Source: an optimization exercise on an open RTL-to-GDS flow (aim: a short achievable clock period and few clock cycles). Production flows keep margins and buffers that such runs may drop.
No run shown here included a check of the RTL's function; only the layout flow was run.
Power is estimated from default activity; no workload was simulated.

==> design/flow/design.v <==
module dff (q, d, clk, rst);
    output         q;
    input          d;
    input          clk;
    input          rst;
    reg            state;
    assign q = state;
    always @(posedge clk) begin
      state <= rst? 1'b0 : d;
    end
endmodule
module not1 (in1,out);
input in1;
output out;
assign out = ~in1;
endmodule
module nand2 (in1,in2,out);
input in1,in2;
output out;
assign out = ~(in1 & in2);
endmodule
module mux2_1(InA,InB,S,Out);
   input InA,InB,S;
   output Out;
   wire   a1,a2,n1;
   not1 n5(S,n1);
   nand2 n4(InA,n1,a1);
   nand2 n2(InB,S,a2);
   nand2 n3(a1,a2,Out);
endmodule
module register (q, d, clk, rst, we);
   parameter WIDTHreg = 16;
   input [WIDTHreg-1:0] d;
   input               clk, rst, we;
   output [WIDTHreg-1:0] q;
   wire [WIDTHreg-1:0]   enabledIn;
   mux2_1 mux[WIDTHreg-1:0] (.InA (q), .InB(d), .S({WIDTHreg{we}}), .Out(enabledIn));
   dff file[WIDTHreg-1:0] (.q(q), .d(enabledIn), .clk({WIDTHreg{clk}}), .rst({WIDTHreg{rst}}));
endmodule
module rf (
           read1data, read2data, err,
           clk, rst, read1regsel, read2regsel, writeregsel, writedata, write
           );
   parameter WIDTH = 16;
   input clk, rst;
   input [2:0] read1regsel;
   input [2:0] read2regsel;
   input [2:0] writeregsel;
   input [(WIDTH-1):0] writedata;
   input        write;
   output [(WIDTH-1):0] read1data;
   output [(WIDTH-1):0] read2data;
   output        err;
   wire [(WIDTH-1):0] readData0, readData1, readData2, readData3, readData4, readData5, readData6, readData7;
   wire [(WIDTH-1):0] writeData0, writeData1, writeData2, writeData3, writeData4, writeData5, writeData6, writeData7;
   reg [(WIDTH-1):0] outData1, outData2;
   assign read1data = outData1;
   assign read2data = outData2; 
   register my_regs0 (.d(writeData0), .q(readData0), .clk(clk), .rst(rst), .we(1'b1));
   register my_regs1 (.d(writeData1), .q(readData1), .clk(clk), .rst(rst), .we(1'b1));
   register my_regs2 (.d(writeData2), .q(readData2), .clk(clk), .rst(rst), .we(1'b1));
   register my_regs3 (.d(writeData3), .q(readData3), .clk(clk), .rst(rst), .we(1'b1));
   register my_regs4 (.d(writeData4), .q(readData4), .clk(clk), .rst(rst), .we(1'b1));
   register my_regs5 (.d(writeData5), .q(readData5), .clk(clk), .rst(rst), .we(1'b1));
   register my_regs6 (.d(writeData6), .q(readData6), .clk(clk), .rst(rst), .we(1'b1));
   register my_regs7 (.d(writeData7), .q(readData7), .clk(clk), .rst(rst), .we(1'b1));
   assign writeData0 = (write & (writeregsel == 3'b000)) ? writedata : readData0;
   assign writeData1 = (write & (writeregsel == 3'b001)) ? writedata : readData1;
   assign writeData2 = (write & (writeregsel == 3'b010)) ? writedata : readData2;
   assign writeData3 = (write & (writeregsel == 3'b011)) ? writedata : readData3;
   assign writeData4 = (write & (writeregsel == 3'b100)) ? writedata : readData4;
   assign writeData5 = (write & (writeregsel == 3'b101)) ? writedata : readData5;
   assign writeData6 = (write & (writeregsel == 3'b110)) ? writedata : readData6;
   assign writeData7 = (write & (writeregsel == 3'b111)) ? writedata : readData7; 
   always @ (read1regsel, readData0, readData1, readData2, readData3, readData4, readData5,
             readData6, readData7) begin
     case (read1regsel)
       3'b000: outData1 = readData0;
       3'b001: outData1 = readData1; 
       3'b010: outData1 = readData2;  	   
       3'b011: outData1 = readData3; 
       3'b100: outData1 = readData4;  
       3'b101: outData1 = readData5;
       3'b110: outData1 = readData6;
       3'b111: outData1 = readData7;
     endcase  
   end
   always @ (read2regsel, readData0, readData1, readData2, readData3, readData4, readData5,
             readData6, readData7) begin
     case (read2regsel)
       3'b000: outData2 = readData0;
       3'b001: outData2 = readData1; 
       3'b010: outData2 = readData2;  	   
       3'b011: outData2 = readData3; 
       3'b100: outData2 = readData4;  
       3'b101: outData2 = readData5;
       3'b110: outData2 = readData6;
       3'b111: outData2 = readData7;
     endcase  
   end
endmodule
module add1(
            A,
            B,
            CI,
            Sum,
            P,
            G
            );
   input A, B, CI;
   output Sum, G, P;
   assign Sum = A ^ B ^ CI;
   assign G   = A & B;
   assign P   = A | B;
endmodule  
module cla_logic(
                 CI,
                 P,
                 G,
                 C,
                 Ggroup,
                 Pgroup);
   input CI;
   input [3:0] P, G;
   output [4:1] C;
   output       Ggroup, Pgroup;
   assign C[1] = G[0] | P[0] & CI;
   assign C[2] = G[1] | P[1] & C[1];
   assign C[3] = G[2] | P[2] & C[2];
   assign C[4] = G[3] | P[3] & C[3];
   assign Ggroup = G[3] | P[3]&G[2] | P[3]&P[2]&G[1] | P[3]&P[2]&P[1]&G[0];
   assign Pgroup = P[3]&P[2]&P[1]&P[0];
endmodule  
module add4(
            A,                   
            B,                   
            CI,                  
            Sum,                 
            CO,                  
            Pgroup,              
            Ggroup               
            );
   input [3:0] A, B;
   input       CI;
   output [3:0] Sum;
   output       CO, Ggroup, Pgroup;
   wire [3:0]   G, P;
   wire [4:1]   C;
   add1 a0(A[0], B[0],   CI, Sum[0], P[0], G[0]);
   add1 a1(A[1], B[1], C[1], Sum[1], P[1], G[1]);
   add1 a2(A[2], B[2], C[2], Sum[2], P[2], G[2]);
   add1 a3(A[3], B[3], C[3], Sum[3], P[3], G[3]);   
   cla_logic clo (CI, P, G, C, Ggroup, Pgroup);
   assign CO = C[4];
endmodule  
module add16(
            A,                   
            B,                   
            CI,                  
            Sum,                 
            CO,                  
            Ggroup,              
            Pgroup               
            );
   input [15:0] A, B;
   input       CI;
   output [15:0] Sum;
   output       CO, Ggroup, Pgroup;
   wire [3:0]   G, P;
   wire [4:1]   C;
   wire [3:0]   COX;              
   add4 a0 (A[3:0],   B[3:0],     CI, Sum[3:0],   COX[0], P[0], G[0]);
   add4 a1 (A[7:4],   B[7:4],   C[1], Sum[7:4],   COX[1], P[1], G[1]);
   add4 a2 (A[11:8],  B[11:8],  C[2], Sum[11:8],  COX[2], P[2], G[2]);
   add4 a3 (A[15:12], B[15:12], C[3], Sum[15:12], COX[3], P[3], G[3]);   
   cla_logic clo (CI, P, G, C, Ggroup, Pgroup);
   assign CO = C[4];
endmodule  
module mux16_2_1(
                 in1,            
                 in2,            
                 s,              
                 out             
                 );
   input [15:0] in1, in2;
   input        s;
   output [15:0] out;
   assign out = s ? in2 : in1;
endmodule  
module shift1(
              in,                
              op,                
              out
              );
   input [15:0] in;
   input [1:0]  op;
   output reg [15:0] out;
   parameter OP_ROL = 0;             
   parameter OP_SLL = 1;             
   parameter OP_ROR = 2;             
   parameter OP_ASR = 3;             
   always @(*) begin
      case (op)
        OP_ROL: begin
           out[15:1] = in[14:0];
           out[0]    = in[15];
        end
        OP_SLL: begin
           out[15:1] = in[14:0];
           out[0]    = 0;
        end
        OP_ROR: begin
           out[14:0] = in[15:1];
           out[15]   = in[0];
        end
        OP_ASR: begin
           out[14:0] = in[15:1];
           out[15]   = in[15];
        end        
      endcase  
   end
endmodule  
module shift2(
              in,                
              op,                
              out
              );
   input [15:0] in;
   input [1:0]  op;
   output reg [15:0] out;
   parameter OP_ROL = 0;             
   parameter OP_SLL = 1;             
   parameter OP_ROR = 2;             
   parameter OP_ASR = 3;             
   always @(*) begin
      case (op)
        OP_ROL: begin
           out[15:2] = in[13:0];
           out[1:0]  = in[15:14];
        end
        OP_SLL: begin
           out[15:2] = in[13:0];
           out[1:0]  = 0;
        end
        OP_ROR: begin
           out[13:0]  = in[15:2];
           out[15:14] = in[1:0];
        end
        OP_ASR: begin
           out[13:0] = in[15:2];
           out[15]   = in[15];
           out[14]   = in[15];
        end        
      endcase  
   end
endmodule  
module shift4(
              in,                
              op,                
              out
              );
   input [15:0] in;
   input [1:0]  op;
   output reg [15:0] out;
   parameter OP_ROL = 0;             
   parameter OP_SLL = 1;             
   parameter OP_ROR = 2;             
   parameter OP_ASR = 3;             
   always @(*) begin
      case (op)
        OP_ROL: begin
           out[15:4] = in[11:0];
           out[3:0]  = in[15:12];
        end
        OP_SLL: begin
           out[15:4] = in[11:0];
           out[3:0]  = 0;
        end
        OP_ROR: begin
           out[11:0]  = in[15:4];
           out[15:12] = in[3:0];
        end
        OP_ASR: begin
           out[11:0] = in[15:4];
           out[15]   = in[15];
           out[14]   = in[15];
           out[13]   = in[15];
           out[12]   = in[15];
        end        
      endcase  
   end
endmodule  
module shift8(
              in,                
              op,                
              out
              );
   input [15:0] in;
   input [1:0]  op;
   output reg [15:0] out;
   parameter OP_ROL = 0;             
   parameter OP_SLL = 1;             
   parameter OP_ROR = 2;             
   parameter OP_ASR = 3;             
   always @(*) begin
      case (op)
        OP_ROL: begin
           out[15:8] = in[7:0];
           out[7:0]  = in[15:8];
        end
        OP_SLL: begin
           out[15:8] = in[7:0];
           out[7:0]  = 0;
        end
        OP_ROR: begin
           out[7:0]  = in[15:8];
           out[15:8] = in[7:0];
        end
        OP_ASR: begin
           out[7:0] = in[15:8];
           out[15]   = in[15];
           out[14]   = in[15];
           out[13]   = in[15];
           out[12]   = in[15];
           out[11]   = in[15];
           out[10]   = in[15];
           out[9]    = in[15];
           out[8]    = in[15];                                 
        end        
      endcase  
   end
endmodule  
module shift16(
               In,               
               Cnt,              
               Op,               
               Out               
               );
   input [15:0] In;
   input [3:0]  Cnt;
   input [1:0]  Op;
   output [15:0] Out;
   wire [15:0] l3, sl3,          
               l2, sl2,          
               l1, sl1,          
               l0, sl0;          
   shift8 s8 (l3, Op, sl3);
   shift4 s4 (l2, Op, sl2);
   shift2 s2 (l1, Op, sl1);
   shift1 s1 (l0, Op, sl0);
   assign l3 = In;
   mux16_2_1 m3 (l3, sl3, Cnt[3], l2);
   mux16_2_1 m2 (l2, sl2, Cnt[2], l1);
   mux16_2_1 m1 (l1, sl1, Cnt[1], l0);
   mux16_2_1 m0 (l0, sl0, Cnt[0], Out);   
endmodule  
module btr_calc(Rs, Rd);
input[15:0] Rs;
output[15:0] Rd;
assign Rd[15] = Rs[0];
assign Rd[14] = Rs[1];
assign Rd[13] = Rs[2];
assign Rd[12] = Rs[3];
assign Rd[11] = Rs[4];
assign Rd[10] = Rs[5];
assign Rd[9] = Rs[6];
assign Rd[8] = Rs[7];
assign Rd[7] = Rs[8];
assign Rd[6] = Rs[9];
assign Rd[5] = Rs[10];
assign Rd[4] = Rs[11];
assign Rd[3] = Rs[12];
assign Rd[2] = Rs[13];
assign Rd[1] = Rs[14];
assign Rd[0] = Rs[15];
endmodule
module ALU (
            A,                   
            B,                   
            Op,                  
            sign,                
            Out,                 
            OFL,                 
            Zero                 
            );
   input [15:0] A, B;
   input [4:0]  Op;
   input        sign;
   output reg [15:0] Out;
   output            OFL, Zero;
   parameter ADD   = 0;
   parameter SUB   = 1;
   parameter OR    = 2;
   parameter AND   = 3;
   parameter ROL   = 4;
   parameter SLL   = 5;
   parameter ROR   = 6;
   parameter SRA   = 7;
   parameter ST    = 8;
   parameter LD    = 9;
   parameter STU   = 10;
   parameter BTR   = 11;
   parameter SEQ   = 12;
   parameter SLT   = 13;
   parameter SLE   = 14;
   parameter SCO   = 15;
   parameter BEQZ  = 16;
   parameter BNEZ  = 17;
   parameter BLTZ  = 18;
   parameter LBI   = 19;
   parameter SLBI  = 20;
   parameter JINST = 21;
   parameter JAL   = 22;
   parameter JR    = 23;
   parameter JALR  = 24;
   parameter RET   = 25;
   parameter SIIC  = 26;
   parameter RTI   = 27;
   parameter NOP   = 28;
   parameter HALT  = 29;
   wire signed [15:0] opA;
   wire signed [15:0] opB;
   wire [15:0]        shifter_Out;
   reg [1:0]          shifter_op;
   wire [15:0]        add_Sum;
   wire               add_CO, add_P, add_G;
   wire [15:0]        btr_rd;              
   wire               OFL_signed, OFL_unsigned;
   shift16 shifter (opA, opB[3:0], shifter_op, shifter_Out); 
   add16   adder   (.A(opA),
                    .B(opB),
                    .CI(Cin),
                    .Sum(add_Sum), 
                    .CO(add_CO), 
                    .Ggroup(add_G),
                    .Pgroup(add_P));
   btr_calc btr(.Rs(opA), .Rd(btr_rd));
   wire               sub = (Op == SUB);
   assign opA = sub ? B     : A;
   assign opB = sub ? ~A    : B;
   assign Cin = sub ? 1'b1  : 1'b0;
   assign OFL_signed = ( opA[15] &  opB[15] & ~add_Sum[15]) |   
                       (~opA[15] & ~opB[15] &  add_Sum[15]);    
   assign OFL_unsigned = add_CO;
   assign OFL = sign ? OFL_signed : OFL_unsigned;
   assign Zero = (opA == 16'h0000) ? 1'b1 : 1'b0;		 
   always @ (Op, add_Sum, add_CO, shifter_Out, opA, opB, btr_rd) begin
      shifter_op = 2'b00;
      case (Op)
        ADD   : Out = add_Sum;
        SUB   : Out = add_Sum;
        ROR   : begin
	   shifter_op = 2'b10;
	   Out = shifter_Out;
	end	
        SRA   : begin
	   shifter_op = 2'b11;
	   Out = shifter_Out;
	end
	ROL   : begin
	   shifter_op = 2'b00;
	   Out = shifter_Out;
	end
	SLL   : begin
	   shifter_op = 2'b01;
	   Out = shifter_Out;
	end
	OR    : Out = opA | opB;
        AND   : Out = opA & opB;
	LD    : Out = add_Sum;
	ST    : Out = add_Sum; 
	STU   : Out = add_Sum;
	BTR   : Out = btr_rd;
	SEQ   : Out = (opA == opB) ? 16'h0001 : 16'h0000;
	SLT   : Out = opA < opB;
	SLE   : Out = opA <= opB;
	BLTZ  : Out = (opA[15]) ? 16'hFFFF : 16'h0000;	 
	SCO   : Out = add_CO;
	LBI   : Out = opB;
	SLBI  : Out = {opA[7:0], 8'b0} | opB;
	JR    : Out = add_Sum;
	JALR  : Out = add_Sum;
	RET   : Out = opB;		 
	SIIC  : Out = 16'b0; 	 
        RTI   : Out = 16'b0;		 
	NOP   : Out = 16'b0;		 
	HALT  : Out = 16'b0;		 
        default:
          Out = 16'hbada;
      endcase
   end
endmodule  
module alu_op_decode (instr, alu_op);
input [15:0] instr;
output [4:0] alu_op;
parameter ADD   = 0;
parameter SUB   = 1;
parameter OR    = 2;
parameter AND   = 3;
parameter ROL   = 4;
parameter SLL   = 5;
parameter ROR   = 6;
parameter SRA   = 7;
parameter ST    = 8;
parameter LD    = 9;
parameter STU   = 10;
parameter BTR   = 11;
parameter SEQ   = 12;
parameter SLT   = 13;
parameter SLE   = 14;
parameter SCO   = 15;
parameter BEQZ  = 16;
parameter BNEZ  = 17;
parameter BLTZ  = 18;
parameter LBI   = 19;
parameter SLBI  = 20;
parameter JINST = 21;
parameter JAL   = 22;
parameter JR    = 23;
parameter JALR  = 24;
parameter RET   = 25;
parameter SIIC  = 26;
parameter RTI   = 27;
parameter NOP   = 28;
parameter HALT  = 29;
reg [4:0] op;
wire [6:0] instr_op;
assign instr_op = {instr[15:11], instr[1:0]};
assign alu_op = op;
always @ (*) begin
	casex (instr_op)
	7'b1101100 : op = ADD;
	7'b1101101 : op = SUB;
	7'b1101110 : op = OR;
	7'b1101111 : op = AND;
	7'b1101000 : op = ROL;
	7'b1101001 : op = SLL;
	7'b1101010 : op = ROR;
	7'b1101011 : op = SRA;
	7'b00000xx : op = HALT;
	7'b00001xx : op = NOP;
	7'b01000xx : op = ADD;
	7'b01001xx : op = SUB;
	7'b01010xx : op = OR;
	7'b01011xx : op = AND;
	7'b10100xx : op = ROL;
	7'b10101xx : op = SLL;
	7'b10110xx : op = ROR;
	7'b10111xx : op = SRA;
	7'b10000xx : op = ST;
	7'b10001xx : op = LD;
	7'b10011xx : op = STU;
	7'b11001xx : op = BTR;
	7'b11100xx : op = SEQ;
	7'b11101xx : op = SLT;
	7'b11110xx : op = SLE;
	7'b11111xx : op = SCO;
	7'b01100xx : op = BEQZ;
	7'b01101xx : op = BNEZ;
	7'b01111xx : op = BLTZ;
	7'b11000xx : op = LBI;
	7'b10010xx : op = SLBI;
	7'b00100xx : op = JINST;
	7'b00101xx : op = JR;
	7'b00110xx : op = JAL;
	7'b00111xx : op = JALR;
	7'b01110xx : op = RET;
	7'b00010xx : op = SIIC;
	7'b00011xx : op = RTI;
	default	  : op = 5'b11111;
	endcase
end
endmodule
module alu_operand_decode (instr, rsVal, rtVal, opA, opB);
   input [15:0] instr;
   input [15:0] rsVal;
   input [15:0] rtVal;
   output [15:0] opA;
   output [15:0] opB;
   reg [15:0]    opBVal;
   wire [6:0]    op;
   assign opA = rsVal;
   assign opB = opBVal;
   assign op = {instr[15:11], instr[1:0]};
   always @ (*) begin
      casex (op)
	7'b1101100 :  
	  opBVal = rtVal;
	7'b1101101 :  
	  opBVal = rtVal;
	7'b1101110 :  
	  opBVal = rtVal;
	7'b1101111 :  
	  opBVal = rtVal;
	7'b1101000 :  
	  opBVal = rtVal;
	7'b1101001 :  
	  opBVal = rtVal;
	7'b1101010 :  
	  opBVal = rtVal;
	7'b1101011 :  
	  opBVal = rtVal;
	7'b00000xx :  
	  opBVal = 16'b0;	 
	7'b00001xx :  
	  opBVal = 16'b0;	 
	7'b01000xx :  
	  opBVal = {{11{instr[4]}}, instr[4:0]};  
	7'b01001xx :  
	  opBVal = {{11{instr[4]}}, instr[4:0]};  
	7'b01010xx :  
	  opBVal = {11'b0, instr[4:0]};		 
	7'b01011xx :  
	  opBVal = {11'b0, instr[4:0]};		 
	7'b10100xx :  
	  opBVal = {11'b0, instr[4:0]};		 
	7'b10101xx :  
	  opBVal = {11'b0, instr[4:0]};		 
	7'b10110xx :  
	  opBVal = {11'b0, instr[4:0]};		 
	7'b10111xx :  
	  opBVal = {11'b0, instr[4:0]};		 
	7'b10000xx :  
	  opBVal = {{11{instr[4]}}, instr[4:0]};  
	7'b10001xx :  
	  opBVal = {{11{instr[4]}}, instr[4:0]};  
	7'b10011xx :  
	  opBVal = {{11{instr[4]}}, instr[4:0]};  
	7'b11001xx :  
	  opBVal = 16'b1;	 
	7'b11100xx :  
	  opBVal = rtVal;
	7'b11101xx :  
	  opBVal = rtVal;
	7'b11110xx :  
	  opBVal = rtVal;
	7'b11111xx :  
	  opBVal = rtVal;
	7'b01100xx :  
	  opBVal = {{8{instr[7]}}, instr[7:0]};		 
	7'b01101xx :  
	  opBVal = {{8{instr[7]}}, instr[7:0]};		 
	7'b01111xx :  
	  opBVal = {{8{instr[7]}}, instr[7:0]};		 
	7'b11000xx :  
	  opBVal = {{8{instr[7]}}, instr[7:0]};		 
	7'b10010xx :  
	  opBVal = {8'b0, instr[7:0]};					 
	7'b00100xx :  
	  opBVal = {{5{instr[10]}}, instr[10:0]};	 
	7'b00101xx :  
	  opBVal = {{8{instr[7]}}, instr[7:0]};		 
	7'b00110xx :  
	  opBVal = {{5{instr[10]}}, instr [10:0]};  
	7'b00111xx :  
	  opBVal = {{8{instr[7]}}, instr[7:0]};		 
	7'b01110xx :  
	  opBVal = rtVal;
	7'b00010xx :  
	  opBVal = 16'b0;   
	7'b00011xx :  
	  opBVal = 16'b0;   
	default	  : opBVal = 16'b1;	
      endcase
   end
endmodule
module alu_destination_decode (instr, rd, we_reg);
   input [15:0] instr;
   output reg [2:0] rd;
   output reg       we_reg;
   wire [2:0]       rd_imm, rd_reg, rd_ld_imm;
   assign rd_imm = instr[7:5];
   assign rd_reg = instr[4:2];
   assign rd_ld_imm = instr[10:8];
   wire [6:0]       op;
   assign op = {instr[15:11], instr[1:0]};
   always @ (*) begin
      casex (op)
	7'b1101100 : begin  
	   rd = rd_reg;
	   we_reg = 1'b1;
	end
	7'b1101101 : begin  
	   rd = rd_reg;
	   we_reg = 1'b1;
	end
	7'b1101110 : begin  
	   rd = rd_reg;
	   we_reg = 1'b1;
	end
	7'b1101111 : begin 
	   rd = rd_reg;
	   we_reg = 1'b1;
	end
	7'b1101000 : begin  
	   rd = rd_reg;
	   we_reg = 1'b1;
	end
	7'b1101001 : begin  
	   rd = rd_reg;
	   we_reg = 1'b1;
        end
	7'b1101010 : begin  
	   rd = rd_reg;
	   we_reg = 1'b1;
	end
	7'b1101011 : begin 
	   rd = rd_reg;
	   we_reg = 1'b1;
        end
	7'b11100xx : begin  
	   rd = rd_reg;
	   we_reg = 1'b1;
        end
	7'b11101xx : begin 
	   rd = rd_reg;
	   we_reg = 1'b1;
        end
	7'b11110xx : begin 
	   rd = rd_reg;
           we_reg = 1'b1;
	end
	7'b11111xx : begin  
	   rd = rd_reg;
	   we_reg = 1'b1;
        end
	7'b11001xx : begin  
	   rd = rd_reg;
           we_reg = 1'b1;
	end
	7'b01000xx : begin  
	   rd = rd_imm;
	   we_reg = 1'b1;
        end
	7'b01001xx : begin 
	   rd = rd_imm;
           we_reg = 1'b1;
        end
	7'b01010xx : begin 
	   rd = rd_imm;
	   we_reg = 1'b1;
        end
	7'b01011xx : begin  
	   rd = rd_imm;
           we_reg = 1'b1;
        end
	7'b10100xx : begin  
	   rd = rd_imm;
           we_reg = 1'b1;
        end
	7'b10101xx : begin  
	   rd = rd_imm;
           we_reg = 1'b1;
        end
	7'b10110xx : begin  
	   rd = rd_imm;
           we_reg = 1'b1;
	end
	7'b10111xx : begin  
	   rd = rd_imm;
 	   we_reg = 1'b1;
        end
	7'b10001xx : begin  
	   rd = rd_imm;
	   we_reg = 1'b1;
        end
	7'b11000xx : begin  
	   rd = rd_ld_imm;
	   we_reg = 1'b1;
	end
	7'b10010xx : begin 
	   rd = rd_ld_imm;
	   we_reg = 1'b1;
	end
	7'b00110xx : begin  
	   rd = 3'd7;
	   we_reg = 1'b1;
	end
	7'b00111xx : begin  
	   rd = 3'd7;
	   we_reg = 1'b1;
	end
  	7'b10011xx : begin  
	   rd = rd_ld_imm;
	   we_reg = 1'b1;
	end
	7'b10000xx : begin  
           rd = 3'd0;
           we_reg = 1'b0;
        end
	7'b01100xx : begin  
           rd = 3'd0;
	   we_reg = 1'b0;
        end
	7'b01101xx : begin  
           rd = 3'd0;
	   we_reg = 1'b0;
        end
	7'b01111xx : begin  
           rd = 3'd0;
	   we_reg = 1'b0;
        end
	7'b00100xx : begin  
           rd = 3'd0;
	   we_reg = 1'b0;
        end
	7'b00101xx : begin  
           rd = 3'd0;
	   we_reg = 1'b0;
        end
	7'b01110xx : begin  
           rd = 3'd0;
	   we_reg = 1'b0;
        end
	7'b00010xx : begin  
           rd = 3'd0;
	   we_reg = 1'b0;
        end
	7'b00011xx : begin  
           rd = 3'd0;
	   we_reg = 1'b0;
        end
	7'b00000xx : begin  
           rd = 3'd0;
	   we_reg = 1'b0;
        end
	7'b00001xx : begin  
           rd = 3'd0;
	   we_reg = 1'b0;
        end
	default	  : begin
           rd = 3'd0;
           we_reg = 1'b0;
        end
      endcase
   end
endmodule
module branch_logic (op, zero, top_alu, bt);
   input [4:0] op;
   input       zero;
   input       top_alu;
   output reg  bt;
   parameter BEQZ = 5'b01100;
   parameter BNEZ = 5'b01101;
   parameter BLTZ = 5'b01111;
   parameter JUMP = 5'b00100;
   parameter JR   = 5'b00101;
   parameter JAL  = 5'b00110;
   parameter JALR = 5'b00111;
   parameter RET  = 5'b01110;
   always@(*) begin
      case (op)
	BEQZ : bt = (zero == 1'b1) ? 1'b1 : 1'b0;
	BNEZ : bt = (zero == 1'b1) ? 1'b0 : 1'b1;
	BLTZ : bt = (zero == 1'b0 && top_alu == 1'b1) ? 1'b1 : 1'b0;
        JUMP : bt = 1;
        JR   : bt = 1;
        JAL  : bt = 1;
        JALR : bt = 1;
        RET  : bt = 1;
        default : bt = 0;
      endcase
   end
endmodule
module brj_addr_calc (instr, next_pc, dest_addr);
   input [15:0] instr;
   input [15:0] next_pc;
   output [15:0] dest_addr;
   wire [4:0]    op;
   wire          co, G, P;
   reg [15:0]    sextVal;
   assign op = instr[15:11];
   add16 add (.A(sextVal), .B(next_pc), .CI(1'b0), .Sum(dest_addr), .CO(co), .Ggroup(G), .Pgroup (P));
   always @ (*) begin
      case (op)
	5'b01100 : begin   
	   sextVal = {{8{instr[7]}}, instr[7:0]};		
	end
	5'b01101 : begin   
	   sextVal = {{8{instr[7]}}, instr[7:0]}; 
	end
	5'b01111 : begin	 
	   sextVal = {{8{instr[7]}}, instr[7:0]};
	end
	5'b00100 : begin	 
	   sextVal = {{5{instr[10]}}, instr[10:0]};
	end
	5'b00110 : begin   
	   sextVal = {{5{instr[10]}}, instr[10:0]};
	end
	default :  begin
	   sextVal = 16'b0;
	end			
      endcase
   end
endmodule
module next_pc_addr (instr, pc_inc, alu_out, brj_dest, bt, stall, next_pc, pc);
   input [15:0] instr;
   input [15:0] pc_inc;
   input [15:0] pc;
   input [15:0] alu_out;
   input [15:0] brj_dest;
   input        bt;
   input        stall;
   output [15:0] next_pc;
   wire [4:0]        op;
   reg [15:0] br_pc;
   assign op = instr[15:11];
   assign next_pc = (stall & ~bt) ? pc : br_pc; 
   always @ (*) begin
         case (op)
	   5'b01100 : begin	 
	      br_pc = (bt == 1'b1) ? brj_dest : pc_inc;
	   end
	   5'b01101 : begin   
	      br_pc = (bt == 1'b1) ? brj_dest : pc_inc;
	   end
	   5'b01111 : begin   
	      br_pc = (bt == 1'b1) ? brj_dest : pc_inc;
	   end
	   5'b00100 : begin   
	      br_pc = brj_dest;	
	   end
	   5'b00101 : begin   
	      br_pc = alu_out;
	   end
	   5'b00110 : begin   
	      br_pc = brj_dest;
	   end
	   5'b00111 : begin   
	      br_pc = alu_out;
	   end
	   5'b01110 : begin   
	      br_pc = alu_out;
	   end
	   5'b00011 : begin   
	      br_pc = alu_out;
	   end
	   default : begin
	      br_pc = pc_inc;
	   end
         endcase  
   end
endmodule
module mem_decode_logic (instr, e_mem, wr_mem, halt);
   input [15:0] instr;
   output reg   halt;		 
   output reg   e_mem;
   output reg   wr_mem;
   wire [6:0]   op;
   assign op = {instr[15:11], instr[1:0]};
   always @ (*) begin
      casex (op)
	7'b10001xx : begin  
	   wr_mem = 1'b0;
	   e_mem = 1'b1;
	   halt = 1'b0;
        end
	7'b10011xx : begin 
	   wr_mem = 1'b1;
	   e_mem = 1'b1;
	   halt = 1'b0;
	end
	7'b10000xx : begin  
	   wr_mem = 1'b1;
           e_mem = 1'b1;
	   halt = 1'b0;
	end 
	7'b00000xx : begin  
	   wr_mem = 1'b0;
	   e_mem = 1'b0;
	   halt = 1'b1;
        end      
	default	  : begin
	   e_mem = 1'b0;
	   wr_mem = 1'b0;
	   halt = 1'b0;
        end
      endcase
   end
endmodule
module dest_data_decode (instr, next_pc, alu_out, mem_out, rdata);
   input [15:0] instr;
   input [15:0] next_pc;
   input [15:0] alu_out;
   input [15:0] mem_out;
   output reg [15:0] rdata;
   wire [6:0]        op; 
   assign op = {instr[15:11], instr[1:0]};
   always @ (*) begin
      casex (op)
	7'b1101100 :  
	  rdata = alu_out;
	7'b1101101 :  
	  rdata = alu_out;
	7'b1101110 :  
	  rdata = alu_out;
	7'b1101111 :  
	  rdata = alu_out;
	7'b1101000 :  
	  rdata = alu_out;
	7'b1101001 :  
	  rdata = alu_out;
	7'b1101010 :  
	  rdata = alu_out;
	7'b1101011 :  
	  rdata = alu_out;
	7'b11100xx :  
	  rdata = alu_out;
	7'b11101xx :  
	  rdata = alu_out;
	7'b11110xx :  
	  rdata = alu_out;
	7'b11111xx :  
	  rdata = alu_out;
	7'b11001xx :  
	  rdata = alu_out;
	7'b01000xx :  
	  rdata = alu_out;
	7'b01001xx :  
	  rdata = alu_out;
	7'b01010xx :  
	  rdata = alu_out;
	7'b01011xx :  
	  rdata = alu_out;
	7'b10100xx :  
	  rdata = alu_out;
	7'b10101xx :  
	  rdata = alu_out;
	7'b10110xx :  
	  rdata = alu_out;
	7'b10111xx :  
	  rdata = alu_out;
	7'b10001xx :  
	  rdata = mem_out;
	7'b11000xx :  
	  rdata = alu_out;
	7'b10010xx :  
	  rdata = alu_out;
	7'b00110xx :  
	  rdata = next_pc;
	7'b00111xx :  
	  rdata = next_pc;
	7'b10011xx :  
	  rdata = alu_out;   
	default	  : rdata = 16'b0;
      endcase
   end
endmodule
module proc(
	    clk,
	    rst,
	    imem_rdata,
	    dmem_rdata,
	    imem_addr,
	    dmem_addr,
	    dmem_wdata,
	    dmem_en,
	    dmem_wr,
	    halt
	    );
   input clk;
   input rst;
   input [15:0] imem_rdata;
   input [15:0] dmem_rdata;
   output [15:0] imem_addr;
   output [15:0] dmem_addr;
   output [15:0] dmem_wdata;
   output        dmem_en;
   output        dmem_wr;
   output        halt;
   localparam OP_HALT = 5'b00000, OP_J = 5'b00100, OP_JR = 5'b00101, OP_JAL = 5'b00110,
              OP_JALR = 5'b00111, OP_ADDI = 5'b01000, OP_SUBI = 5'b01001, OP_ORI = 5'b01010,
              OP_ANDI = 5'b01011, OP_BEQZ = 5'b01100, OP_BNEZ = 5'b01101, OP_RET = 5'b01110,
              OP_BLTZ = 5'b01111, OP_ST = 5'b10000, OP_LD = 5'b10001, OP_SLBI = 5'b10010,
              OP_STU = 5'b10011, OP_LBI = 5'b11000, OP_BTR = 5'b11001, OP_SHR = 5'b11010,
              OP_ALR = 5'b11011, OP_SEQ = 5'b11100, OP_SLT = 5'b11101, OP_SLE = 5'b11110,
              OP_SCO = 5'b11111;
   reg [15:0] pc;
   reg [15:0] ras;            
   reg        ras_v;
   reg        d_v;
   reg [2:0]  d_rs, d_rt, d_dst;
   reg [7:0]  d_i8;
   reg [15:0] d_imm, d_pc2, d_tgt;
   reg        d_pt;           
   reg        d_wr, d_rrr, d_agu, d_ret, d_jr, d_ld, d_st, d_stu, d_lbi, d_slbi, d_call, d_halt;
   reg        d_beqz, d_bnez, d_bltz;
   reg        d_sum, d_sub, d_or, d_and, d_shl, d_shr, d_rot, d_btr, d_seq, d_slt, d_sle, d_sco;
   reg        x_wr, x_ld, x_en, x_we, x_halt, x_beqz, x_bnez, x_bltz, x_pt, x_ev;
   reg [2:0]  x_dst;
   reg [15:0] x_A, x_B, x_S, x_addr, x_early, x_ebyp, x_pc2, x_tgt;
   reg        x_sub;
   reg        x_s_sum, x_s_or, x_s_and, x_s_shl, x_s_shr, x_s_btr, x_s_seq, x_s_slt, x_s_sle,
              x_s_sco, x_s_slbi, x_s_early, x_rot;
   reg [15:0] rf [0:7];
   wire        stall, x_redir, d_redir;
   wire [15:0] x_rtgt, agu, x_res;
   wire [15:0] fi = imem_rdata;
   wire [4:0]  fop = fi[15:11];
   wire [15:0] pc2 = pc + 16'd2;
   wire [8:0]  lo8 = {1'b0, pc2[7:0]} + {1'b0, fi[7:0]};
   wire [7:0]  h8p = pc2[15:8] + 8'd1;
   wire [7:0]  h8m = pc2[15:8] - 8'd1;
   wire [15:0] t8 = {(lo8[8] & ~fi[7]) ? h8p : (~lo8[8] & fi[7]) ? h8m : pc2[15:8], lo8[7:0]};
   wire [11:0] lo11 = {1'b0, pc2[10:0]} + {1'b0, fi[10:0]};
   wire [4:0]  h5p = pc2[15:11] + 5'd1;
   wire [4:0]  h5m = pc2[15:11] - 5'd1;
   wire [15:0] t11 = {(lo11[11] & ~fi[10]) ? h5p : (~lo11[11] & fi[10]) ? h5m : pc2[15:11], lo11[10:0]};
   wire        f_isj    = (fop == OP_J) | (fop == OP_JAL);
   wire        f_isbr   = (fop == OP_BEQZ) | (fop == OP_BNEZ) | (fop == OP_BLTZ);
   wire        f_isret  = (fop == OP_RET);
   wire        f_iscall = (fop == OP_JAL) | (fop == OP_JALR);
   wire        f_brt    = f_isbr & (fi[7] | (fop == OP_BNEZ));
   wire        f_take   = f_isj | f_brt;
   wire [15:0] f_tt     = f_isj ? t11 : t8;
   wire [15:0] p_other  = x_redir ? x_rtgt : d_redir ? agu : stall ? pc : (f_isret & ras_v) ? ras : pc2;
   wire        p_usef   = f_take & ~x_redir & ~d_redir & ~stall;
   always @(posedge clk) begin
      if (rst)
        pc <= 16'd0;
      else
        pc <= p_usef ? f_tt : p_other;
   end
   always @(posedge clk) begin
      if (rst)
        ras_v <= 1'b0;
      else if (f_iscall) begin
         ras_v <= 1'b1;
         ras <= pc2;
      end
   end
   assign imem_addr = pc;
   wire f_alr  = (fop == OP_ALR);
   wire f_rfmt = (fop == OP_BTR) | (fop == OP_SHR) | f_alr | (fop[4:2] == 3'b111);
   wire f_ifmt = (fop[4:2] == 3'b010) | (fop[4:2] == 3'b101) | (fop == OP_LD);
   wire f_sfmt = (fop == OP_LBI) | (fop == OP_SLBI) | (fop == OP_STU);
   wire [2:0] f_dst = f_iscall ? 3'd7 : f_sfmt ? fi[10:8] : f_ifmt ? fi[7:5] : fi[4:2];
   wire f_shi  = (fop[4:2] == 3'b101);
   wire f_shr_r = (fop == OP_SHR);
   wire [1:0] f_shop = f_shr_r ? fi[1:0] : fop[1:0];
   reg  [15:0] f_imm;
   always @(*) begin
      case (fop)
        OP_ADDI, OP_SUBI, OP_ST, OP_LD, OP_STU: f_imm = {{11{fi[4]}}, fi[4:0]};
        OP_LBI, OP_JR, OP_JALR:                 f_imm = {{8{fi[7]}}, fi[7:0]};
        OP_SLBI:                                f_imm = {8'd0, fi[7:0]};
        default:                                f_imm = {11'd0, fi[4:0]};
      endcase
   end
   always @(posedge clk) begin
      if (rst | x_redir | d_redir)
        d_v <= 1'b0;
      else if (!stall)
        d_v <= 1'b1;
      if (!stall) begin
         d_rs   <= fi[10:8];
         d_rt   <= fi[7:5];
         d_i8   <= fi[7:0];
         d_dst  <= f_dst;
         d_imm  <= f_imm;
         d_pc2  <= pc2;
         d_tgt  <= f_isret ? ras : t8;
         d_pt   <= f_isret ? ras_v : f_brt;
         d_wr   <= f_rfmt | f_ifmt | f_sfmt | f_iscall;
         d_rrr  <= f_shr_r | f_alr | (fop[4:2] == 3'b111);
         d_agu  <= (fop == OP_LD) | (fop == OP_ST) | (fop == OP_STU) | (fop == OP_JR) | (fop == OP_JALR);
         d_ret  <= f_isret;
         d_jr   <= (fop == OP_JR) | (fop == OP_JALR);
         d_ld   <= (fop == OP_LD);
         d_st   <= (fop == OP_ST) | (fop == OP_STU);
         d_stu  <= (fop == OP_STU);
         d_lbi  <= (fop == OP_LBI);
         d_slbi <= (fop == OP_SLBI);
         d_call <= f_iscall;
         d_halt <= (fop == OP_HALT);
         d_beqz <= (fop == OP_BEQZ);
         d_bnez <= (fop == OP_BNEZ);
         d_bltz <= (fop == OP_BLTZ);
         d_sub  <= (fop == OP_SUBI) | (f_alr & (fi[1:0] == 2'b01));
         d_sum  <= (fop == OP_ADDI) | (fop == OP_SUBI) | (f_alr & ~fi[1]);
         d_or   <= (fop == OP_ORI) | (f_alr & (fi[1:0] == 2'b10));
         d_and  <= (fop == OP_ANDI) | (f_alr & (fi[1:0] == 2'b11));
         d_shl  <= (f_shi | f_shr_r) & ~f_shop[1];
         d_shr  <= (f_shi | f_shr_r) & f_shop[1];
         d_rot  <= ~f_shop[0];
         d_btr  <= (fop == OP_BTR);
         d_seq  <= (fop == OP_SEQ);
         d_slt  <= (fop == OP_SLT);
         d_sle  <= (fop == OP_SLE);
         d_sco  <= (fop == OP_SCO);
      end
   end
   wire        a_fx = x_wr & (x_dst == d_rs);
   wire        t_fx = x_wr & (x_dst == d_rt);
   wire [15:0] a_rf = rf[d_rs];
   wire [15:0] t_rf = rf[d_rt];
   wire [15:0] a_val = a_fx ? x_res : a_rf;
   wire [15:0] t_val = t_fx ? x_res : t_rf;
   wire        b_fx = d_rrr & t_fx;
   wire [15:0] b_oth = d_rrr ? t_rf : d_imm;
   wire [15:0] base = a_fx ? x_ebyp : a_rf;
   wire        base_ok = ~a_fx | x_ev;
   wire [15:0] sum_b = base + d_imm;
   wire        r7_fx = x_wr & (x_dst == 3'd7);
   wire [15:0] r7 = r7_fx ? x_ebyp : rf[7];
   wire        r7_ok = ~r7_fx | x_ev;
   assign agu = d_ret ? r7 : sum_b;
   assign stall = d_v & ((d_agu & ~base_ok) | (d_ret & ~r7_ok));
   wire ret_hit = d_pt & (r7 == d_tgt);
   assign d_redir = d_v & ~stall & ~x_redir & (d_jr | (d_ret & ~ret_hit));
   wire d_go = d_v & ~stall & ~x_redir;
   always @(posedge clk) begin
      if (rst | ~d_go) begin
         x_wr <= 1'b0; x_ld <= 1'b0; x_en <= 1'b0; x_we <= 1'b0; x_halt <= 1'b0;
         x_beqz <= 1'b0; x_bnez <= 1'b0; x_bltz <= 1'b0;
      end else begin
         x_wr <= d_wr; x_ld <= d_ld; x_en <= d_ld | d_st; x_we <= d_st; x_halt <= d_halt;
         x_beqz <= d_beqz; x_bnez <= d_bnez; x_bltz <= d_bltz;
      end
      x_dst <= d_dst;
      x_A <= a_val;
      x_B <= b_fx ? x_res : b_oth;
      x_S <= t_val;
      x_addr <= sum_b;
      x_early <= d_stu ? sum_b : d_call ? d_pc2 : d_imm;
      x_ebyp <= d_stu ? sum_b : d_call ? d_pc2 : d_lbi ? d_imm : {base[7:0], d_i8};
      x_ev <= d_stu | d_call | d_lbi | (d_slbi & base_ok);
      x_pc2 <= d_pc2;
      x_tgt <= d_tgt;
      x_pt <= d_pt;
      x_sub <= d_sub;
      x_s_sum <= d_sum | d_sco; x_s_or <= d_or; x_s_and <= d_and;
      x_s_shl <= d_shl; x_s_shr <= d_shr; x_rot <= d_rot;
      x_s_btr <= d_btr; x_s_seq <= d_seq; x_s_slt <= d_slt; x_s_sle <= d_sle;
      x_s_sco <= d_sco; x_s_slbi <= d_slbi; x_s_early <= d_stu | d_call | d_lbi;
   end
   wire [15:0] ax = x_A ^ {16{x_sub}};
   wire [16:0] s17 = {1'b0, x_B} + {1'b0, ax} + {16'd0, x_sub};
   wire [15:0] sum = s17[15:0];
   wire        c16 = s17[16];
   wire        ult = (x_A[14:0] < x_B[14:0]);
   wire        eq  = (x_A == x_B);
   wire        slt = (x_A[15] & ~x_B[15]) | (~(x_A[15] ^ x_B[15]) & ult);
   wire [3:0]  n = x_B[3:0];
   wire [15:0] l0 = n[0] ? {x_A[14:0], x_rot ? x_A[15]    : 1'b0}  : x_A;
   wire [15:0] l1 = n[1] ? {l0[13:0],  x_rot ? l0[15:14]  : 2'b0}  : l0;
   wire [15:0] l2 = n[2] ? {l1[11:0],  x_rot ? l1[15:12]  : 4'b0}  : l1;
   wire [15:0] l3 = n[3] ? {l2[7:0],   x_rot ? l2[15:8]   : 8'b0}  : l2;
   wire        sg = x_A[15];
   wire [15:0] r0 = n[0] ? {x_rot ? x_A[0]   : sg,       x_A[15:1]} : x_A;
   wire [15:0] r1 = n[1] ? {x_rot ? r0[1:0]  : {2{sg}},  r0[15:2]}  : r0;
   wire [15:0] r2 = n[2] ? {x_rot ? r1[3:0]  : {4{sg}},  r1[15:4]}  : r1;
   wire [15:0] r3 = n[3] ? {x_rot ? r2[7:0]  : {8{sg}},  r2[15:8]}  : r2;
   wire [15:0] btr;
   genvar gi;
   generate for (gi = 0; gi < 16; gi = gi + 1) begin : g_btr
      assign btr[gi] = x_A[15-gi];
   end endgenerate
   wire [15:0] sum_m = x_s_sco ? {15'd0, c16} : sum;
   assign x_res = ({16{x_s_sum}} & sum_m) | ({16{x_s_or}} & (x_A | x_B)) | ({16{x_s_and}} & (x_A & x_B)) |
                  ({16{x_s_shl}} & l3) | ({16{x_s_shr}} & r3) | ({16{x_s_btr}} & btr) |
                  ({16{x_s_slbi}} & {x_A[7:0], x_B[7:0]}) |
                  ({16{x_s_early}} & x_early) | ({16{x_ld}} & dmem_rdata) |
                  {15'd0, (x_s_seq & eq) | (x_s_slt & slt) | (x_s_sle & (slt | eq))};
   wire a_zero = (x_A == 16'd0);
   wire taken  = (x_beqz & a_zero) | (x_bnez & ~a_zero) | (x_bltz & x_A[15]);
   assign x_redir = (x_beqz | x_bnez | x_bltz) & (taken ^ x_pt);
   assign x_rtgt = taken ? x_tgt : x_pc2;
   always @(posedge clk) begin
      if (x_wr)
        rf[x_dst] <= x_res;
   end
   assign dmem_addr = x_addr;
   assign dmem_wdata = x_S;
   assign dmem_en = x_en;
   assign dmem_wr = x_we;
   assign halt = x_halt;
endmodule
==> design/flow/run.sh <==
#!/bin/bash
# synth_recipe.tcl (not shown) runs the flow's synth.tcl, then flattens the netlist and writes it again
# the make line also repeats each setting of config.mk as NAME=value (left out here)
make -C /OpenROAD-flow-scripts/flow DESIGN_CONFIG=/design/flow/config.mk WORK_HOME=/design/flow/orfs CLKGATE_MAP_FILE= SYNTH_SCRIPT=/design/flow/synth_recipe.tcl finish
==> design/flow/config.mk <==
export PLATFORM = sky130hd
export DESIGN_NAME = proc
export DESIGN_NICKNAME = proc
export VERILOG_FILES = /design/flow/design.v
export SDC_FILE = /design/flow/constraint.sdc
export NUM_CORES = 4
export LEC_CHECK = 0
export ABC_CLOCK_PERIOD_IN_PS = 2500
export CAP_MARGIN = 20
export CORE_MARGIN = 2
export CORE_UTILIZATION = 40
export SETUP_SLACK_MARGIN = 5.0
export SLEW_MARGIN = 20
export TNS_END_PERCENT = 100
==> design/flow/constraint.sdc <==
create_clock -name core_clock -period 8.0 [get_ports {clk}]
set_input_delay 1.6000 -clock core_clock [delete_from_list [all_inputs] [get_ports {clk}]]
set_output_delay 1.6000 -clock core_clock [all_outputs]
set_load 0.01 [all_outputs]
==> flow_metrics.tcl, run 1 <==
set metrics [dict create \
    io_pins 85 \
    via_per_inst 6.18 \
    drc 0 \
    cts_tree "built" \
    via_count 19500 \
    grt_usage 0.279 \
    post-route-util 0.526 \
    r2r_slack_ps 4080 \
    ys_seq_area_frac 0.443 \
    final_cell_mix "edfxtp_1, buf_4, nand2_1" \
    async_flop_share 0 \
    htreeDepth 2 \
    path_clk_slew_ps 70 \
    die_y_um 244 \
    startpoint_type "flop" \
    ys.flop_type "edfxtp_1" \
    crit_required_ps 8480 \
    clock_path_buffers 3 \
    synth.distinct_cells 106 \
    hpwl_mm 57.4 \
    syn_area_per_cell_um2 10.9 \
    status "finished clean" \
    synth_seq_cells 398 \
    routed_wl_mm 86.3 \
    power.leakage_nw 12.0 \
    grt_pass1_vias 18500 \
    fin_crit_sh 0.490 \
    start_util 0.406 \
    gr-total-overflow 0 \
    synthesis.area_um2 23000 \
    end_kind "flop" \
    path_class "flop to flop" \
    fp.dieArea_um2 59400 \
    p_total_mw 6.51 \
    synth-edff-count 222 \
    crit_fanout 6 \
    portBuffers 84 \
    antenna_found_initial 2 \
    ant_nets 0 \
    hold_class "flop to flop" \
    vdd_drop_max_mv 0.149 \
    clock_latency_ps 590 \
    arrival_ps 4390 \
    skew_ps 21.5 \
    firstDrtPassIters 6 \
    yosysWarnings 1 \
    rsz0062_at_grt "true" \
    fp-row-count 87 \
    gp_congestion 0.949 \
    crit_end "pc[14]$_SDFFE_PP0P_" \
    reg2regPathDepth 16 \
    fill_cells 4910 \
    die_w_um 244 \
    root_buffer "clkbuf_16" \
    drv_cap 0 \
    avgRoutedWirePerCell_um 27.4 \
    min_period_ps 3920 \
    worst_slew_pin_slew_ps 1050 \
    core_area_um2 56600 \
    cts.sinks 398 \
    fin_setup_tns_ps 0 \
    synth_cells 2108 \
    grt_max_degree 70 \
    area_growth_pct 29.6 \
    grt_pass1_wl_mm 124 \
    regToRegEndpoint "pc[14]$_SDFFE_PP0P_" \
    fin_nets 2488 \
    drive_above_1_share 0.329 \
    cpMostUsedCell "inv_2" \
    crit_chain "mux4_2, mux2i_4, nand2_4, o21ai_4, inv_2, ha_4, inv_2, fa_2, nor2b_4, o31a_1, o2111a_1, or3_4, a211o_1, nor3_2, a22oi_2, o211a_1" \
    max_clock_freq_mhz 255 \
    final_common_cell "edfxtp_1" \
    crit_slowest_cell "mux4_2" \
    postSynthNetCount 2239 \
    postCtsHoldBufs 0 \
    drv_slew 0 \
    cts_made_buffers 44 \
    relSlewSlack 0.297 \
    drtIter0Drc 2482 \
    powerDensity_nw_per_um2 219 \
    finalHoldViolations 0 \
    max_stage_delay_ps 540 \
    setup_violations 0 \
]
-- power by group --
group / internal [mW] / switching (mW) / total (mW)
clock network: 1.22 / 0.861 / 2.08
logic: 0.841 / 1.03 / 1.88
registers: 2.38 / 0.183 / 2.56
total: 4.44 / 2.08 / 6.51
-- layout make-up --
cell class,instances,area [um2],share of cell area
repair inverters,2,12.5,0.000420
diodes,3,7.51,0.000252
multi-input cells,1472,13400,0.451
flip-flops and latches,398,10300,0.345
clock buffers,58,1230,0.0412
clock inverters,24,241,0.00810
inverters,102,420,0.0141
well taps,756,946,0.0317
repair buffers,337,3230,0.108
-- registers in the layout, indices dropped and copies added, names as in the netlist, 3 cells and up, named ones only --
name and flops:
x_S 16, d_i8 5, pc 16, d_pc2 16, d_tgt 16, x_addr 16, x_early 13, ras 16
x_B 16, d_rt 3, d_imm 4, d_rs 3, x_pc2 16, x_dst 3, x_tgt 16, d_dst 3
x_A 16, x_ebyp 16, rf 128
-- worst min path at each step --
stage | start | end | slack (ps) | cells after the start
global placement | d_and$_DFFE_PN_ | x_s_and$_DFF_P_ | 330 | 0
floorplan | d_dst[0]$_SDFFCE_PP1N_ | x_dst[0]$_DFF_P_ | 320 | 0
finish | d_and$_DFFE_PN_ | x_s_and$_DFF_P_ | 340 | 0
detailed placement | d_and$_DFFE_PN_ | x_s_and$_DFF_P_ | 330 | 0
global route | d_seq$_DFFE_PN_ | x_s_seq$_DFF_P_ | 350 | 0
CTS | d_and$_DFFE_PN_ | x_s_and$_DFF_P_ | 340 | 0
-- per-stage QoR --
stage | hold slack (ps) | setup WS (ps) | instance area (um2) | instances
2_1_floorplan | 323 | 4180 | 23200 | 2108
3_3_place_gp | 331 | 3130 | 24500 | 2850
3_5_place_dp | 327 | 2950 | 24500 | 2850
4_1_cts | 336 | 4140 | 28300 | 3052
5_1_grt | 349 | 4000 | 29800 | 3149
6_report | 338 | 4080 | 29800 | 3152
-- critical path: cells and delay by family, from the launching register on --
family	cells	cell delay [ps]
muxes	2	790
and+or+nand+nor	4	750
AOI/OAI and AO/OA	6	1280
DFF	1	440
adders and majority gates	2	410
buffers and inverters	2	130
-- cell usage after synthesis, drive strengths merged (26+ instances only) --
cell type,n,share of area
mux4,90,0.089
a21oi,99,0.022
mux2i,112,0.050
a22oi,27,0.0090
a211oi,29,0.0095
xor2,42,0.016
mux2,30,0.015
edfxtp,222,0.29
nor2,139,0.023
clkbuf,81,0.014
buf,58,0.018
ha,94,0.051
nand2,185,0.030
dfxtp,176,0.15
a21o,26,0.0085
xnor2,49,0.020
nor3,36,0.0081
nand2b,32,0.0087
nand3,34,0.0078
o21ai,129,0.028
inv,101,0.016
o21a,34,0.011
-- cell families (layout without fill, tap and decap cells) --
family | after synthesis | after routing | synth area share
compound gates | 511 | 511 | 0.151
xor+xnor | 91 | 91 | 0.0358
fa+ha+maj | 98 | 98 | 0.0542
buf+inv | 241 | 523 | 0.0484
flops | 398 | 398 | 0.443
mux | 232 | 234 | 0.154
other cells | 0 | 3 | 0
simple gates | 537 | 538 | 0.113
-- repair_timing --
| item | CTS | global route |
|---|---|---|
| setup endpoints to repair | 396 | 170 |
| pin swaps | 76 | 89 |
| buffers inserted | 110 | 95 |
| gates resized for setup | 412 | 182 |
| gates cloned | 10 | 2 |
-- routing by layer --
metal,up-vias,global-route usage,routed length [um]
li1,8419,-,-
met3,202,0.0427,7770
met1,9672,0.384,35200
met4,0,0.119,3620
met2,1177,0.439,39600
met5,-,0,0
==> run 2, diff against run 1 <==
--- a/design/flow/config.mk
+++ b/design/flow/config.mk
@@ -7,3 +7,3 @@
 export LEC_CHECK = 0
-export ABC_CLOCK_PERIOD_IN_PS = 2500
+export ABC_CLOCK_PERIOD_IN_PS = 1500
 export CAP_MARGIN = 20
==> flow_metrics.tcl, run 2 <==
set metrics [dict create \
    status "finished clean" \
    grt-busiest-layer "met2" \
    post-route-util 0.526 \
    synth-edff-count 222 \
    drtIter0Drc 2482 \
    final_common_cell "edfxtp_1" \
    clock_latency_ps 590 \
    via_per_inst 6.18 \
    die_y_um 244 \
    cts_tree "built" \
    hpwl_mm 57.4 \
    instances_no_fill 3152 \
    synth.distinct_cells 106 \
    min_period_ps 3920 \
    grt_pass1_wl_mm 124 \
    firstDrtPassIters 6 \
    fin_nets 2488 \
    routed_wl_mm 86.3 \
    powerDensity_nw_per_um2 219 \
    grt_use_met3 0.0427 \
    max_stage_delay_ps 540 \
    skew_ps 21.5 \
    setup_violations 0 \
    end_kind "flop" \
    postSynthNetCount 2239 \
    crit_chain "mux4_2, mux2i_4, nand2_4, o21ai_4, inv_2, ha_4, inv_2, fa_2, nor2b_4, o31a_1, o2111a_1, or3_4, a211o_1, nor3_2, a22oi_2, o211a_1" \
    r2r_slack_ps 4080 \
    vdd_drop_max_mv 0.149 \
    yosysTopAreaCell "edfxtp_1" \
    avgRoutedWirePerCell_um 27.4 \
    synth.most_common_cell "edfxtp_1" \
    rsz0062_at_grt "true" \
    antenna_found_initial 2 \
    worst_slew_pin_slew_ps 1050 \
    fin_crit_sh 0.490 \
    portBuffers 84 \
    arrival_ps 4390 \
    cts_made_buffers 44 \
    ys_seq_area_frac 0.443 \
    synthesis.area_um2 23000 \
    ant_nets 0 \
    yosys.area.top_type_share 0.290 \
    crit_slowest_cell "mux4_2" \
    final_cell_mix "edfxtp_1, buf_4, nand2_1" \
    synth_seq_cells 398 \
    max_clock_freq_mhz 255 \
    met2_usage 0.439 \
    grt_max_degree 70 \
    power.leakage_nw 12.0 \
    whs_ps 338 \
    grt_use_met1 0.384 \
    area_growth_pct 29.6 \
    synth.area.top_cells "edfxtp_1, dfxtp_1, mux4_2, ha_1, mux2i_1" \
    die_w_um 244 \
    syn_area_per_cell_um2 10.9 \
    cpMostUsedCell "inv_2" \
    async_flop_share 0 \
    grt_usage 0.279 \
    crit_fanout 6 \
    gp_congestion 0.949 \
    synth_cells 2108 \
    regMostFlops "rf" \
    grt_pass1_vias 18500 \
    relSlewSlack 0.297 \
    drive_above_1_share 0.329 \
    cts.sinks 398 \
    dp.cells 2850 \
    clock_path_buffers 3 \
    drv_slew 0 \
    ys.flop_type "edfxtp_1" \
    fin_setup_tns_ps 0 \
    startpoint_type "flop" \
    core_area_um2 56600 \
    io_pins 85 \
    gr-total-overflow 0 \
    crit_required_ps 8480 \
    path_clk_slew_ps 70 \
    drv_cap 0 \
    drc 0 \
    path_class "flop to flop" \
    yosysWarnings 1 \
    via_count 19500 \
    htreeDepth 2 \
    fp.dieArea_um2 59400 \
    root_buffer "clkbuf_16" \
    synth_commonest_cells "edfxtp_1, nand2_1, dfxtp_1" \
    largest_reg_flops 128 \
    finalHoldViolations 0 \
    p_total_mw 6.51 \
    start_util 0.406 \
    hold_class "flop to flop" \
    fp-row-count 87 \
]
run 2: where the power goes:
group | switching, mW | internal (mW)
logic | 1.03 | 0.841
clock network | 0.861 | 1.22
registers | 0.183 | 2.38
total | 2.08 | 4.44
run 2: metrics by stage:
step	cell area [um2]	worst slack (ps)
5_1_grt	29800	4000
2_1_floorplan	23200	4180
3_3_place_gp	24500	3130
6_report	29800	4080
4_1_cts	28300	4140
3_5_place_dp	24500	2950
run 2: timing repair:
action,CTS,global route
hold buffers,0,0
endpoints found under the hold margin,0,0
gates cloned,10,2
setup endpoints to repair,396,170
resized for setup,412,182
pin swaps,76,89
buffers inserted,110,95
run 2: worst paths after layout:
kind,start,end,cells past startpoint
max reg2reg,flop,pc[14]$_SDFFE_PP0P_,16
max,flop,pc[14]$_SDFFE_PP0P_,16
min reg2reg,d_and$_DFFE_PN_,x_s_and$_DFF_P_,0
min,d_and$_DFFE_PN_,x_s_and$_DFF_P_,0
run 2: final cells by class:
cell class,instances,area [um2]
well taps,756,946
multi-input cells,1472,13400
diodes,3,7.51
clock inverters,24,241
clock buffers,58,1230
repair buffers,337,3230
flip-flops and latches,398,10300
inverters,102,420
fillers,4910,26800
repair inverters,2,12.5
run 2: layer usage:
metal  wire, um  vias to the layer above
li1           -                     8419
met1      35200                     9672
met2      39600                     1177
met3       7770                      202
met4       3620                        0
met5          0                        -
run 2: critical path, delay by kind of cell, from the launching register on:
family	cells	cell delay, ps
AOI/OAI and AO/OA	6	1280
adders and majority gates	2	410
buffers and inverters	2	130
DFF	1	440
muxes	2	790
and+or+nand+nor	4	750
run 2: cell families (layout without fill, tap and decap cells):
family,count (synthesis),after routing,synth area share
compound gates,511,511,0.151
xor+xnor,91,91,0.0358
fa+ha+maj,98,98,0.0542
buf+inv,241,523,0.0484
flops,398,398,0.443
mux,232,234,0.154
other cells,0,3,0
simple gates,537,538,0.113
==> run 3, diff against run 2 <==
--- a/design/flow/design.v
+++ b/design/flow/design.v
@@ -1096,2 +1096,6 @@
    reg [15:0] rf [0:7];
+   reg [15:0] d_rfa, d_rft;   
+   reg        w_wr;           
+   reg [2:0]  w_dst;
+   reg [15:0] w_res;
    wire        stall, x_redir, d_redir;
@@ -1116,4 +1120,9 @@
    wire [15:0] f_tt     = f_isj ? t11 : t8;
-   wire [15:0] p_other  = x_redir ? x_rtgt : d_redir ? agu : stall ? pc : (f_isret & ras_v) ? ras : pc2;
-   wire        p_usef   = f_take & ~x_redir & ~d_redir & ~stall;
+   wire [15:0] f_seq    = (f_isret & ras_v) ? ras : pc2;
+   wire        s_x = x_redir;
+   wire        s_d = d_redir & ~x_redir;
+   wire        s_h = stall & ~x_redir;
+   wire        s_n = ~x_redir & ~d_redir & ~stall;
+   wire [15:0] pc_next = ({16{s_x}} & x_rtgt) | ({16{s_d}} & agu) | ({16{s_h}} & pc) |
+                         ({16{s_n & f_take}} & f_tt) | ({16{s_n & ~f_take}} & f_seq);
    always @(posedge clk) begin
@@ -1122,3 +1131,3 @@
       else
-        pc <= p_usef ? f_tt : p_other;
+        pc <= pc_next;
    end
@@ -1151,2 +1160,6 @@
    always @(posedge clk) begin
+      d_rfa <= rf[stall ? d_rs : fi[10:8]];
+      d_rft <= rf[stall ? d_rt : fi[7:5]];
+   end
+   always @(posedge clk) begin
       if (rst | x_redir | d_redir)
@@ -1195,4 +1208,4 @@
    wire        t_fx = x_wr & (x_dst == d_rt);
-   wire [15:0] a_rf = rf[d_rs];
-   wire [15:0] t_rf = rf[d_rt];
+   wire [15:0] a_rf = (w_wr & (w_dst == d_rs)) ? w_res : d_rfa;
+   wire [15:0] t_rf = (w_wr & (w_dst == d_rt)) ? w_res : d_rft;
    wire [15:0] a_val = a_fx ? x_res : a_rf;
@@ -1203,3 +1216,6 @@
    wire        base_ok = ~a_fx | x_ev;
-   wire [15:0] sum_b = base + d_imm;
+   wire [8:0]  alo = {1'b0, base[7:0]} + {1'b0, d_imm[7:0]};
+   wire [7:0]  ahp = base[15:8] + 8'd1;
+   wire [7:0]  ahm = base[15:8] - 8'd1;
+   wire [15:0] sum_b = {(alo[8] & ~d_imm[15]) ? ahp : (~alo[8] & d_imm[15]) ? ahm : base[15:8], alo[7:0]};
    wire        r7_fx = x_wr & (x_dst == 3'd7);
@@ -1273,2 +1289,10 @@
    end
+   always @(posedge clk) begin
+      if (rst)
+        w_wr <= 1'b0;
+      else
+        w_wr <= x_wr;
+      w_dst <= x_dst;
+      w_res <= x_res;
+   end
    assign dmem_addr = x_addr;
--- a/design/flow/config.mk
+++ b/design/flow/config.mk
@@ -7,3 +7,3 @@
 export LEC_CHECK = 0
-export ABC_CLOCK_PERIOD_IN_PS = 1500
+export ABC_CLOCK_PERIOD_IN_PS = 2500
 export CAP_MARGIN = 20
==> flow_metrics.tcl, run 3 <==
set metrics [dict create \
    status "finished clean" \
    worstHoldPathCells 0 \
    crit_chain "xor2_1, or4_4, buf_6, buf_6, mux2i_4, a21oi_4, fa_2, a21oi_4, o21bai_4, nor4_4, buf_4, buf_6, o21ai_4, o31ai_4, xor2_2, o211ai_1, o21ai_1" \
    io_pins 85 \
    min_period_ps 4110 \
    fp-row-count 90 \
    post_dp_cell_area_um2 26000 \
    r2r_slack_ps 3890 \
    finalHoldViolations 0 \
    reg2regPathDepth 17 \
    postCtsHoldBufs 0 \
    fin_nets 2883 \
    relSlewSlack 0.264 \
    cp.buffers_inverters 4 \
    synth-edff-count 219 \
    synth_commonest_cells "nand2_1, dfxtp_1, edfxtp_1" \
    grt_pass1_vias 21300 \
    synthesis.area_um2 24200 \
    crit_fanout 5 \
    postSynthNetCount 2612 \
    via_count 22600 \
    syn_area_per_cell_um2 9.73 \
    start_util 0.403 \
    gr-total-overflow 0 \
    crit_required_ps 8470 \
    cts_tree "built" \
    arrival_ps 4580 \
    synth_cells 2486 \
    drive_above_1_share 0.306 \
    diodes 0 \
    path_clk_slew_ps 60 \
    routed_wl_mm 98.6 \
    skew_ps 38.7 \
    root_buffer "clkbuf_16" \
    synth.most_common_cell "nand2_1" \
    ys_seq_area_frac 0.461 \
    pre_cts_ws_ps 2780 \
    antenna_found_initial 0 \
    vdd_drop_max_mv 0.195 \
    regToRegEndpoint "pc[11]$_SDFF_PP0_" \
    path_class "flop to flop" \
    area_growth_pct 36.0 \
    avgRoutedWirePerCell_um 27.6 \
    end_kind "flop" \
    die_y_um 250 \
    yosysTopAreaCell "edfxtp_1" \
    max_stage_delay_ps 550 \
    grt_usage 0.294 \
    hold_class "flop to flop" \
    cts_made_buffers 50 \
    cpLargestDelayFamily "compound AO/OA/AOI/OAI gates" \
    largest_reg_flops 128 \
    fin_setup_tns_ps 0 \
    reg2reg_from "d_rs[0]$_DFF_P_" \
    rsz0062_at_grt "true" \
    synth.distinct_cells 84 \
    via_per_inst 6.31 \
    worst_slew_pin_slew_ps 1100 \
    drc 0 \
    max_clock_freq_mhz 243 \
    ant_nets 0 \
    startpoint "d_rs[0]$_DFF_P_" \
    ys.flop_type "dfxtp_1" \
    drv_slew 0 \
    die_w_um 250 \
    setup_violations 0 \
    clock_latency_ps 610 \
    startpoint_type "flop" \
    final_cell_mix "nand2_1, edfxtp_1, dfxtp_1" \
    async_flop_share 0 \
    fp.dieArea_um2 62500 \
    htreeDepth 2 \
    fin_area_um2 32900 \
    grt_max_degree 55 \
    core_area_um2 60000 \
    power.leakage_nw 13.5 \
    p_total_mw 7.28 \
    crit_slowest_cell "or4_4" \
    setup_slack_ps 3890 \
    whs_ps 339 \
    yosysWarnings 1 \
    drtIter0Drc 3131 \
    synth_seq_cells 448 \
    drv_cap 0 \
    yosys.area.top_type_share 0.272 \
    regMostFlops "rf" \
    worstHoldStart "d_dst[1]$_SDFFCE_PP1N_" \
    firstDrtPassIters 9 \
    hpwl_mm 58.5 \
    grt_pass1_wl_mm 138 \
    fin_crit_sh 0.513 \
    gp_congestion 0.974 \
    portBuffers 84 \
    holdPathEnd "x_dst[1]$_DFF_P_" \
    synth.area.top_cells "edfxtp_1, dfxtp_1, nand2_1, ha_1, mux2i_1" \
    clock_path_buffers 3 \
    cpMostUsedCell "buf_6" \
    cts.sinks 448 \
    powerDensity_nw_per_um2 221 \
    final_common_cell "nand2_1" \
]
==> run 3: changes by cell type after synthesis, moves of 15 or more <==
cell	delta
and3_1	+67
a311oi_1	+32
mux4_2	-59
xnor2_1	+16
buf_2	+15
clkbuf_1	+25
a31oi_1	+52
a211oi_1	-19
dfxtp_1	+53
o211ai_1	+15
o21a_1	-23
nand2_1	+229
a21o_1	+30
==> run 3: what timing repair did <==
action	CTS	global route
setup buffers	159	52
gates cloned	26	15
pin swaps	133	134
endpoints found under the setup margin	464	237
gates resized for setup	533	239
==> run 3: how the worst max path moves through the flow <==
| stage | end | slack, ps | cells after the start |
|---|---|---|---|
| 2_1_floorplan | pc[9]$_SDFF_PP0_ | 4270 | 17 |
| 3_3_place_gp | d_rft[3]$_DFF_P_ | 3010 | 11 |
| 3_5_place_dp | d_rft[10]$_DFF_P_ | 2780 | 11 |
| 4_1_cts | pc[12]$_SDFF_PP0_ | 3830 | 15 |
| 5_1_grt | pc[15]$_SDFF_PP0_ | 3820 | 9 |
| 6_report | pc[11]$_SDFF_PP0_ | 3890 | 17 |
==> run 3: per-stage QoR <==
stage                     instances   util
final                          3580  0.548
after CTS                      3512  0.520
after global routing           3580  0.548
after floorplan                2486      -
after global placement         3234  0.433
after detailed placement       3234  0.433
==> run 3: power by group <==
group	internal, mW	switching, mW
Sequential	2.66	0.222
Combinational	0.944	1.15
Clock	1.32	0.975
Total	4.93	2.35
==> run 3: cell families after synthesis <==
family	share of synthesized area
mux	0.0862
flops	0.461
fa+ha+maj	0.0485
xor+xnor	0.0383
compound gates	0.162
simple gates	0.156
buf+inv	0.0477
==> run 3: routing by layer <==
layer	track usage	part of all wire
met5	0	0
met4	0.130	0.056
met3	0.0465	0.10
met2	0.465	0.45
met1	0.398	0.40
==> run 3: worst register-to-register path, delay by kind of cell, from the launching register on <==
kind	cells	cell delay (ps)
AO/OA/AOI/OAI	7	1240
XOR/XNOR	2	370
adder cells (fa/ha/maj)	1	410
buffers and inverters	4	550
flip-flops	1	460
multiplexers	1	260
AND/OR/NAND/NOR	2	700
==> run 3: layout make-up <==
class                   count  area [um2]
clock buffers              67        1390
clock inverters            26         239
fillers                  4933       27100
inverters                 101         498
multi-input cells        1774       14200
flip-flops and latches    448       11200
well taps                 782         978
repair buffers            370        4160
repair inverters           12         171

==> what the ideal ports hide <==
The flow's constraints put no driver on any port. The routed layouts listed below were extracted and timed again, unchanged, in two steps. Step 1 assumes that a clkbuf_16 drives the clock port and a buf_2 every other input. Step 2 also shifts input and output timing later by t, the mid clock arrival at the registers, as if the neighbouring blocks saw the same clock. Slacks: ideal / step 1 / step 2; pairs: ideal / step 1.
run | shift t [ns] | setup WS [ns] | hold slack, ns | slew at the worst register clock pin (ns) | worst slew at a driven data input, ns
run 1 | 0.635 | 4.082 / 4.082 / 3.547 | 0.338 / 0.338 / 0.338 | 0.07 / 0.07 | 0.06
run 2 | 0.635 | 4.082 / 4.082 / 3.547 | 0.338 / 0.338 / 0.338 | 0.07 / 0.07 | 0.06
run 3 | 0.647 | 3.893 / 3.893 / 3.339 | 0.339 / 0.339 / 0.339 | 0.07 / 0.07 | 0.07
After both steps every run listed still meets setup and hold. For run 3, which loses most, drivers alone change the setup slack by 0.000 ns; drivers and shift together by -0.554 ns.
